Context: an optimization exercise on an open-source flow, tuned for small area and a short achievable clock period. The choices shown serve that exercise and are no tape-out recipe.
Function was checked by simulation only, so behaviour that the tests miss may differ from the original.

==> flow/design.v, too long to show whole: its modules and the start of the top module <==
// module full_adder: 10 lines
// module final_adder: 244 lines
// module fp32_unpacker: 20 lines
// module fp32_aligner: 18 lines
// module wallace_tree_8_inputs: 507 lines
// module fp32_normalizer_rounder: 471 lines
// module fp32_packer: 14 lines
// module fp32_adder_tree_8_inputs: 860 lines
module fp32_adder_tree_8_inputs (
    input wire clk,
    input wire rst_n,
    input wire [127:0] dvr_fp32addtree8to1_s0,
    input wire [127:0] dvr_fp32addtree8to1_s1,
    input wire [2:0] cru_fp32addtree8to1,
    output wire [127:0] dr_fp32addtree8to1_d
);
  // ...
==> flow/flow/run.sh <==
#!/bin/bash
# Layout flow: ORFS, with two changes to its synthesis script and a setup
# margin for timing repair.
#  - synthesis: Yosys's generic synth step runs without its quick ABC pass, so
#    the full adders written in the RTL reach extract_fa as written (no
#    inverters around them); the final ABC mapping uses flow/abc.script.
#  - layout: standard steps; repair_timing aims at SETUP_SLACK_MARGIN; the
#    port buffers are the platform's smallest buffer.
# Each tool's output goes to ORFS's own logs (orfs/logs/...); make's output to flow.log.
set -euo pipefail
HERE=$(pwd)
FL=$HERE/flow
source $FL/params.sh
sed -e 's#^source \$::env(SCRIPTS_DIR)/synth_preamble.tcl#&\nset abc_args [lreplace $abc_args 1 1 '"$FL"'/abc.script]#' \
    -e 's#synth -top \$::env(DESIGN_NAME) -run fine: {\*}\$synth_full_args#& -noabc#' \
    $FLOW_HOME/scripts/synth.tcl > $HERE/my_synth.tcl
grep -q -- '-noabc' $HERE/my_synth.tcl
grep -q 'abc.script\]' $HERE/my_synth.tcl
sed -e "s#source \$::env(SCRIPTS_DIR)/synth.tcl#source $HERE/my_synth.tcl#" synth_recipe.tcl > my_synth_recipe.tcl
grep -q my_synth.tcl my_synth_recipe.tcl
sed -e "s#SYNTH_SCRIPT=[^ ]*#SYNTH_SCRIPT=$HERE/my_synth_recipe.tcl#" standard.sh > my_standard.sh
grep -q my_synth_recipe.tcl my_standard.sh
export SETUP_SLACK_MARGIN=$MARGIN
# every port still gets a buffer, the smallest one
export BUFFER_PORTS_ARGS="${PORTBUF:--buffer_cell sky130_fd_sc_hd__buf_1}"
bash my_standard.sh finish > flow.log 2>&1
==> flow/flow/abc.script <==
strash
dch
map -B 0.9
mfs
strash
dch
map -B 0.9
topo
stime -c
buffer -c
upsize -c
dnsize -c
==> flow/flow/params.sh <==
MARGIN=42

==> flow/standard.sh <==
#!/bin/bash
# synth_recipe.tcl (not shown) runs the flow's synth.tcl, then flattens the netlist and writes it again
# the make line also repeats each setting of config.mk as NAME=value (left out here)
make -C /OpenROAD-flow-scripts/flow DESIGN_CONFIG=/design/flow/config.mk WORK_HOME=/design/flow/orfs CLKGATE_MAP_FILE= SYNTH_SCRIPT=/design/flow/synth_recipe.tcl "${@:-finish}"
==> flow/config.mk <==
export PLATFORM = sky130hd
export DESIGN_NAME = fp32_adder_tree_8_inputs
export DESIGN_NICKNAME = fp32_adder_tree_8_inputs
export VERILOG_FILES = /design/flow/design.v
export SDC_FILE = /design/flow/constraint.sdc
export NUM_CORES = 8
export LEC_CHECK = 0
export ABC_AREA = 1
export CAP_MARGIN = 20
export CORE_MARGIN = 2
export CORE_UTILIZATION = 40
export SLEW_MARGIN = 20
==> flow/constraint.sdc <==
create_clock -name core_clock -period 64.0 [get_ports {clk}]
set_input_delay 12.8000 -clock core_clock [delete_from_list [all_inputs] [get_ports {clk}]]
set_output_delay 12.8000 -clock core_clock [all_outputs]
set_load 0.01 [all_outputs]
==> flow_summary.toml, run 1 <==
[outcome]
outcome = "complete, no violations"

[placement]
hpwl_um = 115000
pre_cts_ws_ns = 39.95

[layout]
clkCellAreaFrac = 0.00830
largest_reg_flops = 36
dominant_cells = "multi-input gates"
drive_above_1_share = 0.0608
layout.nets = 6349
layout_common_cells = "1646 x nand2_1, 606 x o21ai_0, 551 x inv_1"
multiInputGateArea_um2 = 28000
buffers = 457
final_common_cell = "nand2_1"

[route]
wl_met1_um = 57500
antenna_left = 0

[sta]
fin_crit_ns = 21.59
finalSetupTns_ns = 0

[worst_setup_path]
path_delay_family = "simple AND/OR/NAND/NOR gates"
cp_max_fo = 12

[floorplan]
dieArea_um2 = 84800

[synth]
async_flop_share = 1.00
ys_seq_area_frac = 0.0652
syn_inst = 5496

[global_routing]
overflow = 0
grt_pass1_vias = 34500
grtUsageTotal = 0.308
grt_util_met1 = 0.401

[clock_tree]
h-tree-depth = 3
==> inputs of run 2 (changes only) <==
==> flow/flow/abc.script (replaced) <==
strash
dch
map -B 0.9
topo
mfs
strash
dch
map -B 0.9
topo
stime -c
buffer -c
upsize -c
dnsize -c
==> run 2 against run 1 <==
Non-clock buffer count grew 4. Final cell count grew 0.13%. Largest cell class unchanged. Clock-buffer cell count is the same. Via count grew 0.66%. Sequential share of layout area is essentially flat.
==> flow_summary.toml, run 2 <==
[route]
drc_errors = 0
wire_per_inst_um = 19.9
antenna_left = 0
drt_wl_total_um = 135000
avgViaCountPerCell = 5.53
first_pass_iters = 7
drt_iter0_drc = 3613
dr_total_vias = 37700

[sta]
relSlewSlack = 0.290
slew_viol_final = 0
setup_violations = 0
hold_viol_final = 0
worst_slack_ns = 42.37
fin_crit_ns = 21.63
fin_crit_sh = 0.338
finalSetupTns_ns = 0
grt_setup_unrepaired = "false"
worst_pin_slew_ns = 1.06
fmax_ghz = 0.0462

[global_routing]
overflow = 0
grt_pass1_vias = 34600
grtUsageTotal = 0.304
grt_max_degree = 77
grt_pass1_wl_um = 202000
antenna_found_initial = 5

[worst_setup_path]
worstSetupStartpointType = "input pin"
crit_slowest_cell = "fa_2"
crit_type = "in2reg"
cp_max_fo = 14
cp_common_cell = "o21ai_0"
arrival_ns = 21.93
cp_slowest_stage_delay_ns = 0.80
path_delay_family = "adder cells"
end_kind = "flop"
critPathBufInv = 5
crit_required_ns = 64.30
cp.depth = 39

[placement]
place_congestion = 1.03
port_buffers = 388
placed_area_um2 = 35100
dpl.cell_count = 6741
hpwl_um = 114000
pre_cts_ws_ns = 39.13

[clock_tree]
cts_tree = "yes"
tritoncts.num_buffers = 9
root_buffer = "clkbuf_16"
clockBufferDepth = 2
path_clk_slew_ns = 0.07
h-tree-depth = 3
cts_hold_buf = 0
cts.sinks = 86

[layout]
largest_reg_flops = 36
final_common_cell = "nand2_1"
reg_top3 = "row_a_q x36, row_b_q x35, emax_q x8"
areaGrowthSynthToFinish_pct = 10.1
drive_above_1_share = 0.0662
final_cell_area_um2 = 36400
layout.nets = 6360
stdcell_count = 6809
top_register = "row_a_q"
layout_common_cells = "1651 x nand2_1, 634 x o21ai_0, 549 x inv_1"
post-route-util = 0.444
antenna_cells = 0

[hold_path]
hold_class = "in2async"

[floorplan]
io_pins = 389
die_w_um = 292
initial_core_util = 0.403
core_um2 = 82000
dieArea_um2 = 85000
die_y_um = 292
rows = 105

[synth]
yosysMostFrequentCell = "nand2_1"
yosysWarnings = 1
synth_area_leaders = "nand2_1 19%, fa_1 14%, o21ai_0 10%"
async_flop_share = 1.00
synth_cell_type_count = 68
syn_area_um2 = 33100
ys_seq_elements = 86
syn_avg_cell_area_um2 = 6.00
syn_inst = 5510
synth_top_area_frac = 0.188
synth_flop_cell = "dfrtp_1"
yosys.area.top_type = "nand2_1"
syn-num-nets = 6136
ys_seq_area_frac = 0.0651
synthTopCellsByCount = "1660 x nand2_1, 691 x o21ai_0, 564 x inv_1"
synth_edf_count = 0

[outcome]
outcome = "complete, no violations"

[flow_run]
max_cap_violations = 0
==> run 2: cell type report <==
type	instances	area (µm²)
inverters	605	2330
repair inverters	13	80.1
fillers	9060	45600
clock buffers	9	225
flip-flops and latches	86	2150
multi-input cells	4558	28200
repair buffers	461	2070
clock inverters	7	72.6
well taps	1070	1340
==> run 2: what timing repair did <==
item,4_1_cts,5_1_grt
setup buffers,7,30
gates cloned,3,12
gates resized for setup,72,138
endpoints found under the setup margin,68,68
pin swaps,6,19
==> run 2: metrics by stage <==
step	hold slack [ns]
after global placement	12.67
after floorplan	12.50
after global routing	12.28
final	12.29
after CTS	12.28
after detailed placement	12.68
==> run 2: routing by layer <==
layer,track usage,up-vias,routed length [µm]
li1,-,18400,-
met1,0.395,17600,56900
met2,0.521,1465,63800
met3,0.0257,253,8320
met4,0.119,4,6220
met5,0,-,23
==> run 2: cell families after synthesis <==
logic type	after synthesis	share of synthesized area
adder cells (fa/ha/maj)	365	0.191
multiplexers	91	0.0275
flip-flops	86	0.0651
buffers and inverters	868	0.103
XOR/XNOR	303	0.0813
AO/OA/AOI/OAI	956	0.158
AND/OR/NAND/NOR	2841	0.375
==> run 2: final timing paths <==
path | start | to | slack [ns]
max in group asynchronous | rst_n | emax_q[4] | 50.71
max | dvr_fp32addtree8to1_s1[27] | row_a_q[1] | 42.37
min | rst_n | row_b_q[31] | 12.29
min in group core_clock | cru_fp32addtree8to1[2] | valid_q | 12.53
==> inputs of run 3 (changes only) <==
==> flow/flow/abc.script (replaced) <==
strash
dch
map -B 0.9
strash
dch
map -B 0.9
topo
stime -c
buffer -c
upsize -c
dnsize -c
==> run 3 against run 2 <==
Still clean on timing, DRC and antenna. Critical path depth rose by 2. Hold slack better by 0.049 ns. Clock-buffer cell count up 1. Global-route usage shrank 0.24 points. Utilization is 0.30 points lower. Via count rose by 0.53%. Die area increased by 1.4%. Worst setup slack lost 0.049 ns. Final cell count increased by 0.87%. Wire length is essentially flat. Critical path type unchanged. Largest cell class unchanged. Highest routed layer unchanged.
==> flow_summary.toml, run 3 <==
[layout]
largest_reg_flops = 36
drive_above_1_share = 0.0679
layout.nets = 6407
layout_common_cells = "1626 x nand2_1, 663 x o21ai_0, 524 x inv_1"
final_common_cell = "nand2_1"
reg_top3 = "row_a_q x36, row_b_q x35, emax_q x8"
stdcell_count = 6868
post-route-util = 0.441
areaGrowthSynthToFinish_pct = 9.63
top_register = "row_a_q"
final_cell_area_um2 = 36800

[synth]
yosys.area.top_type = "nand2_1"
synth_area_leaders = "nand2_1 18%, fa_1 14%, o21ai_0 11%"
synth_edf_count = 0
yosysWarnings = 1
ys_seq_elements = 86
syn_area_um2 = 33500
async_flop_share = 1.00
syn_inst = 5571
synth_top_family_by_area = "simple AND/OR/NAND/NOR gates"
synth_cell_type_count = 61
synth_top_area_frac = 0.183
yosysMostFrequentCell = "nand2_1"
synth_fa_ha_area_frac = 0.188
synthTopCellsByCount = "1638 x nand2_1, 705 x o21ai_0, 541 x inv_1"
syn-num-nets = 6197
ys_seq_area_frac = 0.0642
syn_avg_cell_area_um2 = 6.02
synthXorXnorAreaFrac = 0.0802
synth_compound_area_frac = 0.161
synth_flop_cell = "dfrtp_1"
synth_mux_area_frac = 0.0394
yosys.area_share.simple = 0.366

[worst_setup_path]
arrival_ns = 21.89
crit_slowest_cell = "fa_1"
crit_required_ns = 64.21
crit_type = "in2reg"
cp_max_fo = 14
cp_slowest_stage_delay_ns = 0.58
worstSetupStartpointType = "input pin"
end_kind = "flop"

[clock_tree]
h-tree-depth = 3
tritoncts.num_buffers = 9
clockBufferDepth = 2
path_clk_slew_ns = 0.07
cts.sinks = 86
root_buffer = "clkbuf_16"
cts_tree = "yes"

[sta]
hold_viol_final = 0
setup_violations = 0
fmax_ghz = 0.0461
fin_hold_ws_ns = 12.34
fin_crit_sh = 0.339
grt_setup_unrepaired = "true"
worst_pin_slew_ns = 1.13
finalSetupTns_ns = 0
fin_crit_ns = 21.68
relSlewSlack = 0.245
slew_viol_final = 0

[floorplan]
core_um2 = 83300
die_y_um = 294
die_w_um = 294
rows = 106
initial_core_util = 0.403
dieArea_um2 = 86100
io_pins = 389

[route]
first_pass_iters = 8
drt_wl_total_um = 135000
drt_iter0_drc = 3426
avgViaCountPerCell = 5.51
drc_errors = 0
antenna_left = 0
dr_total_vias = 37900
wire_per_inst_um = 19.7

[flow_run]
max_cap_violations = 0

[global_routing]
overflow = 0
grt_pass1_wl_um = 203000
grtUsageTotal = 0.302
antenna_found_initial = 12
grt_pass1_vias = 34900
grt_max_degree = 71

[hold_path]
hold_class = "in2async"

[placement]
placed_area_um2 = 35500
hpwl_um = 115000
dpl.cell_count = 6803
port_buffers = 388
place_congestion = 1.04

[outcome]
outcome = "complete, no violations"
run 3: layout make-up:
class,count,area (µm²)
inverter,583,2260
fill,9197,46500
tap,1080,1350
sequential,86,2150
clock inverter,6,97.6
timing repair inverter,10,57.6
timing repair buffer,461,2070
clock buffer,10,239
multi-input combinational,4630,28500
antenna,2,5.00
run 3: logic make-up (layout without fill, tap and decap cells):
family	count (synthesis)	count (layout)
simple gates	2810	2812
compound gates	1013	1014
buf+inv	858	1070
fa+ha+maj	366	366
xor+xnor	306	306
mux	132	132
flops	86	86
other cells	0	2
run 3: what timing repair did:
item / in CTS / in global routing
pin swaps: 7 / 15
setup endpoints to repair: 68 / 188
hold buffers: 0 / 0
buffers inserted: 11 / 23
resized for setup: 108 / 84
cloned: 3 / 10
run 3: worst paths after layout:
| check | startpoint | to | cells past startpoint |
|---|---|---|---|
| setup / recovery | dvr_fp32addtree8to1_s1[105] | row_a_q[12] | 41 |
| hold / removal | rst_n | row_b_q[0] | 1 |
| max in group asynchronous | rst_n | row_b_q[30] | 2 |
| min in group core_clock | cru_fp32addtree8to1[2] | valid_q | 1 |
run 3: worst max-delay path: cells and delay by family:
kind            cells  cell delay (ns)
compound gates     11             1.82
xor+xnor            1             0.35
fa+ha+maj           8             3.54
buf+inv             4             0.67
simple gates       17             2.65
run 3: stage by stage:
stage	setup slack (ns)
after global routing	41.87
after CTS	41.97
after detailed placement	39.48
final	42.32
after floorplan	42.45
after global placement	39.16
run 3: metal layers:
layer,share of wire,GRT usage
met3,0.055,0.0257
met2,0.47,0.517
met5,0.00067,0
met4,0.049,0.125
met1,0.43,0.390
==> inputs of run 4 (changes only) <==
==> flow/flow/abc.script (replaced) <==
strash
dch
map -B 0.9
mfs
strash
dch
map -B 0.9
topo
stime -c
buffer -c
upsize -c
dnsize -c
==> flow/flow/params.sh (replaced) <==
MARGIN=41

==> run 4 against run 3 <==
Maximum frequency shrank 3.6%. Utilization shrank 0.76 points. Sequential share of layout area grew 0.21 points. Critical endpoint is now row_a_q[1]. Worst setup slack lost 0.81 ns. Clock-buffer cell count shrank 1. Die area shrank 1.6%. Sequential cell count is the same. Highest routed layer unchanged. Synthesized cell count shrank 1.3%. Still clean. Final cell count shrank 1.6%.
==> flow_summary.toml, run 4 <==
[outcome]
outcome = "complete, no violations"

[sta]
fin_crit_ns = 22.48
finalSetupTns_ns = 0
setup_violations = 0
hold_viol_final = 0
slew_viol_final = 0
fin_hold_ws_ns = 12.43
relSlewSlack = 0.206
fmax_ghz = 0.0445
grt_setup_unrepaired = "true"
fin_crit_sh = 0.351
worst_pin_slew_ns = 1.19

[route]
first_pass_iters = 6
drc_errors = 0
drt_wl_total_um = 135000
drt_iter0_drc = 3113
avgViaCountPerCell = 5.47
dr_total_vias = 37000
antenna_left = 0
wire_per_inst_um = 19.9

[global_routing]
met2_usage = 0.523
antenna_found_initial = 13
overflow = 0
gr-usage-met3 = 0.0272
busiest_layer = "met2"
grt_util_met1 = 0.402
grt_pass1_vias = 34400
grtUsageTotal = 0.307
grt_max_degree = 54
grt_pass1_wl_um = 204000

[flow_run]
max_cap_violations = 0

[worst_setup_path]
crit_slowest_cell = "o21ai_0"
arrival_ns = 22.74
cp_common_cell = "nand2_1"
cp_slowest_stage_delay_ns = 0.77
end_kind = "flop"
startpoint = "dvr_fp32addtree8to1_s1[41]"
worstSetupStartpointType = "input pin"
crit_required_ns = 64.25
cp_max_fo = 26
crit_type = "in2reg"

[floorplan]
die_y_um = 291
io_pins = 389
dieArea_um2 = 84800
core_um2 = 81800
initial_core_util = 0.403
die_w_um = 291
rows = 105

[placement]
place_congestion = 0.989
dpl.cell_count = 6737
hpwl_um = 115000
port_buffers = 388

[layout]
reg_top3 = "row_a_q x36, row_b_q x35, emax_q x8"
layout.nets = 6312
layout_common_cells = "1652 x nand2_1, 634 x o21ai_0, 563 x inv_1"
drive_above_1_share = 0.0429
final_common_cell = "nand2_1"
largest_reg_flops = 36
areaGrowthSynthToFinish_pct = 7.62
top_register = "row_a_q"
antenna_cells = 0
stdcell_count = 6761

[clock_tree]
root_buffer = "clkbuf_16"
cts_hold_buf = 0
h-tree-depth = 3
tritoncts.num_buffers = 9
cts.sinks = 86
path_clk_slew_ns = 0.08
cts_tree = "yes"
clockBufferDepth = 2

[synth]
yosysWarnings = 1
synth_top_area_frac = 0.189
async_flop_share = 1.00
yosys.area.top_type = "nand2_1"
syn_area_um2 = 33000
syn_inst = 5496
synth_edf_count = 0
synthTopCellsByCount = "1658 x nand2_1, 655 x o21ai_0, 563 x inv_1"
yosysMostFrequentCell = "nand2_1"
synth_area_leaders = "nand2_1 19%, fa_1 14%, o21ai_0 9.9%"
syn_avg_cell_area_um2 = 6.00
syn-num-nets = 6122
synth_flop_cell = "dfrtp_1"
synth_cell_type_count = 68
ys_seq_area_frac = 0.0652
ys_seq_elements = 86

[hold_path]
hold_class = "in2async"
-- run 4: changes by cell type after synthesis, sizes merged, moves of 6 or more --
cell	before	now
a22oi	0	58
clkinv	13	19
inv	570	583
nor4	56	68
a21oi	174	94
o22ai	25	34
clkbuf	217	193
nand2	1674	1692
o21ai	713	658
o211ai	27	7
nand3	406	439
mux2i	132	87
nand4	88	66
-- run 4: per-stage QoR --
step                utilization  setup WS [ns]  instance area (µm²)
global placement          0.428          40.06                35000
finish                    0.434          41.52                35500
global route              0.434          40.95                35500
floorplan                     -          42.82                33000
detailed placement        0.428          39.95                35000
CTS                       0.432          41.12                35300
-- run 4: worst max path at each step --
| stage | endpoint | slack [ns] | cells after the start |
|---|---|---|---|
| 6_report | row_a_q[1] | 41.52 | 42 |
| 5_1_grt | row_a_q[2] | 40.95 | 44 |
| 4_1_cts | row_a_q[4] | 41.12 | 43 |
| 3_5_place_dp | row_a_q[15] | 39.95 | 44 |
| 3_3_place_gp | row_a_q[15] | 40.06 | 44 |
| 2_1_floorplan | row_a_q[1] | 42.82 | 45 |
-- run 4: cell type report --
class	count	area [µm²]
multi-input combinational	4552	27600
fill	9154	46300
clock buffer	9	225
inverter	602	2270
clock inverter	7	75.1
sequential	86	2150
tap	1070	1340
timing repair buffer	435	1820
-- run 4: critical path: cells and delay by family --
family,cells,cell delay (ns)
adder cells (fa/ha/maj),7,2.69
XOR/XNOR,2,0.44
buffers and inverters,5,1.33
AND/OR/NAND/NOR,18,2.89
AO/OA/AOI/OAI,10,2.54
-- run 4: cell families (layout without fill, tap and decap cells) --
logic type / count (synthesis) / count (layout) / share of synthesized area
AOI/OAI and AO/OA: 933 / 933 / 0.155
xor gates and xnor gates: 303 / 303 / 0.0807
adders and majority gates: 366 / 366 / 0.192
buffers and inverters: 858 / 1053 / 0.103
DFF: 86 / 86 / 0.0652
muxes: 87 / 87 / 0.0264
and+or+nand+nor: 2863 / 2863 / 0.378
-- run 4: timing repair --
action | in CTS | in global routing
setup endpoints to repair | 63 | 68
resized for setup | 17 | 39
buffers inserted | 0 | 7
pin swaps | 0 | 2
-- run 4: routing by layer --
layer	wire, µm	part of all wire	up-vias
met4	5960	0.044	22
met5	148	0.0011	-
met1	57900	0.43	17200
met2	63300	0.47	1278
met3	7410	0.055	237
li1	-	-	18300

## afterwards: timing with drivers on the ports
Ports are ideal in the flow. The routed layouts listed here were re-timed in OpenROAD. Step 1 sets driving cells, clkbuf_16 on the clock port and buf_2 on the other inputs (assumed; they add their load-dependent delay and slew). Step 2 adds t to the input delays and takes it off the output delays; t is the mean of the earliest and latest rising clock arrival at the registers after step 1. Input paths then give back, and output paths get back, about the clock's delay inside the block. Slacks: ideal / step 1 / step 2; pairs: ideal / step 1.
run | shift t [ns] | setup WS [ns] | worst setup path at the end | worst data-port slew with drivers (ns)
run 1 | 0.422 | 42.414 / 42.406 / 41.984 | input to register | 0.11
run 2 | 0.425 | 42.370 / 42.405 / 41.980 | input to register | 0.10
run 3 | 0.395 | 42.321 / 42.352 / 41.958 | input to register | 0.13
run 4 | 0.420 | 41.516 / 41.517 / 41.096 | input to register | 0.11
After both steps setup and hold are still met in every run listed. For run 1, which loses most, drivers alone change the setup slack by -0.008 ns; drivers and shift together by -0.430 ns.
